This is an optimization exercise on Yosys and OpenROAD, whose aim is a short achievable clock period and few clock cycles, not a production implementation. The RTL was checked by simulation tests, not by an equivalence proof against the original design. Power and IR drop assume default switching activity.

## Pipeline_CPU
module Pipeline_CPU( clk_i, rst_n, imem_addr_o, imem_data_i,
                     dmem_addr_o, dmem_wdata_o, dmem_we_o, dmem_re_o, dmem_rdata_i );
For scale: ~2,200 cells after synthesis, roughly 84 I/O pins.
clock: 7.0 ns
lec_check: 0
abc_clock_period_in_ps: 2000
cap_margin: 20
core_margin: 2
core_utilization: 40
cts_cluster_diameter: 90
cts_cluster_size: 24
place_density: 0.6
setup_slack_margin: 4.6
slew_margin: 20
standard.sh (not shown) runs the stock make flow with config.mk's settings and CLKGATE_MAP_FILE= SYNTH_SCRIPT=/design/flow/synth_recipe.tcl, a recipe that flattens the netlist after the stock synthesis.
==> flow/flow/run.sh <==
#!/bin/bash
# Standard synthesis, then the combinational logic re-mapped by ABC for
# delay (registers untouched), then the standard layout from floorplan on.
set -euo pipefail
R=$PWD/orfs/results/$FLOW_PLATFORM/Pipeline_CPU/base
LIB=$FLOW_HOME/platforms/$FLOW_PLATFORM/lib/sky130_fd_sc_hd__tt_025C_1v80.lib

bash standard.sh $R/1_2_yosys.v > synth.log 2>&1
cp $R/1_2_yosys.v $PWD/std_synth.v
sed -e "s|@LIB@|$LIB|g" -e "s|@IN@|$PWD/std_synth.v|" -e "s|@OUT@|$R/1_2_yosys.v|" \
    -e "s|@TOP@|$FLOW_TOP|" -e "s|@ABC@|$PWD/flow/remap.abc|" flow/remap.ys.in > remap.ys
yosys -q -l remap.log remap.ys > remap.out 2>&1
bash standard.sh > layout.log 2>&1
Other scripts of this flow, unchanged in this note and not shown: flow/flow/remap.abc, flow/flow/remap.ys.in
Testbench counts at the start, summed over its fixed seeds: cycles 17,319.
Edit:
--- a/flow/design.v
+++ b/flow/design.v
@@ -56,32 +56,27 @@
 reg  [15:0] rf [1:7];
 reg         stall;        
 wire        mis;
 wire [15:0] res;
 wire [15:0] fi    = imem_data_i;
 wire [2:0]  f_op  = fi[15:13];
 wire        f_j   = (f_op == 3'd7);
 wire        f_beq = (f_op == 3'd5);
 wire        f_bne = (f_op == 3'd6);
 wire        f_eqf = (fi[12:10] == fi[9:7]);
-wire        f_pt0 = (f_beq & (f_eqf | fi[6])) | (f_bne & ~f_eqf);
-wire        dz_known, dz_zero;
-wire [2:0]  dz_reg;
-wire        f_mx  = ((fi[12:10] == dz_reg) & (fi[9:7] == 3'd0)) |
-                    ((fi[9:7] == dz_reg) & (fi[12:10] == 3'd0));
-wire        f_pt  = (dz_known & f_mx) ? ((f_beq | f_bne) & (f_bne ^ dz_zero)) : f_pt0;
+wire        f_pt  = (f_beq & (f_eqf | fi[6])) | (f_bne & ~f_eqf);
 wire [14:0] pcq;
 ks_add #(15) u_finc (.a(pc), .b(15'd0), .cin(1'b1), .s(pcq), .cout());
 wire [7:0]  f_lo;
-wire [7:0]  f_up   = pcq[14:7];
+wire [7:0]  f_up   = pc[14:7];
 wire [7:0]  f_upp, f_upm;
-ks_add #(7) u_flo  (.a(pcq[6:0]), .b(fi[6:0]), .cin(1'b0), .s(f_lo[6:0]),  .cout(f_lo[7]));
+ks_add #(7) u_flo  (.a(pc[6:0]), .b(fi[6:0]), .cin(1'b1), .s(f_lo[6:0]),  .cout(f_lo[7]));
 ks_add #(8) u_fupp (.a(f_up), .b(8'h00), .cin(1'b1), .s(f_upp), .cout());
 ks_add #(8) u_fupm (.a(f_up), .b(8'hff), .cin(1'b0), .s(f_upm), .cout());
 wire [7:0]  f_hi   = (fi[6] == f_lo[7])  ? f_up : (f_lo[7]  ? f_upp : f_upm);
 wire [14:0] f_bt   = {f_hi, f_lo[6:0]};
 wire [14:0] f_jt   = {pcq[14:13], fi[12:0]};
 wire [14:0] f_npc  = f_j ? f_jt  : (f_pt ? f_bt  : pcq);
 wire        f_r    = (f_op == 3'd0);
 wire        f_wr   = (f_op == 3'd0) | (f_op == 3'd1) | (f_op == 3'd2) | (f_op == 3'd3);
 wire [2:0]  f_dn   = f_r ? fi[6:4] : fi[9:7];
 wire        f_urs  = (f_op != 3'd2) & ~f_j;                    
@@ -134,25 +129,20 @@
 wire hit_s = |(d_rs & e_wd);
 wire hit_t = |(d_rt & e_wd);
 wire f_mem = (f_op == 3'd3) | (f_op == 3'd4);
 always @(posedge clk_i or negedge rst_n) begin
     if (!rst_n)
         stall <= 1'b0;
     else
         stall <= ~mis & ~stall & d_v & f_mem & |(f_rs1h[7:1] & d_wd);
 end
 wire go = d_v & ~stall & ~mis;
-wire [15:0] nsext;
-ks_add #(16) u_neg (.a(~sext), .b(16'd0), .cin(1'b1), .s(nsext), .cout());
-assign dz_reg   = d_ir[9:7];
-assign dz_known = d_v & is_ai & ~hit_s & (dz_reg != 3'd0);
-assign dz_zero  = (rs_v == nsext);
 reg [7:0] sel;
 always @(*) begin
     sel = 8'd0;
     if (is_r) begin
         if (fn[3] == 1'b0) sel[fn[2:0]] = 1'b1;
     end else if (is_ai | is_lui)
         sel[0] = 1'b1;
 end
 wire [15:0] b_imm  = is_lui ? {1'b0, d_ir[6:0], 8'd0} : sext;
 wire        b_isim = is_ai | is_lui;
After rerunning:
- clock power stays flat
- die area drops by 4.0%
- core utilization drops by 2.1 points
- sequential share of layout area climbs by 2.3 points
- synthesized cell count drops by 7.0%
- clock-buffer cell count stays the same
- power drops by about 11%
- sequential power drops by about 3%
Testbench counts after the change, summed over its fixed seeds: cycles 17,747.

static timing again, ports no longer ideal:
The results above use ideal ports. As a check the final layouts listed here were re-extracted and re-timed, cells and wires unchanged.
Step 1 (the two cells are an assumption about what drives the block):
set clk [get_ports {clk_i}]
set_driving_cell -lib_cell sky130_fd_sc_hd__clkbuf_16 $clk
set_driving_cell -lib_cell sky130_fd_sc_hd__buf_2 [delete_from_list [all_inputs] $clk]
Step 2 also shifts input and output timing later by t, the mid clock arrival at the registers, as if the neighbouring blocks saw the same clock.
Three values: no drivers, after step 1, after step 2; two values: the first two.
run | shift t [ns] | setup slack, ns | worst setup path at the end
the first run | 0.593 | 4.139 / 4.139 / 3.685 | input to register
the second run | 0.574 | 4.489 / 4.436 / 3.915 | input to register
After both steps every run listed still meets setup and hold. The setup slack of the second run, which loses most, moves by -0.053 ns with the drivers and by -0.574 ns with both steps.
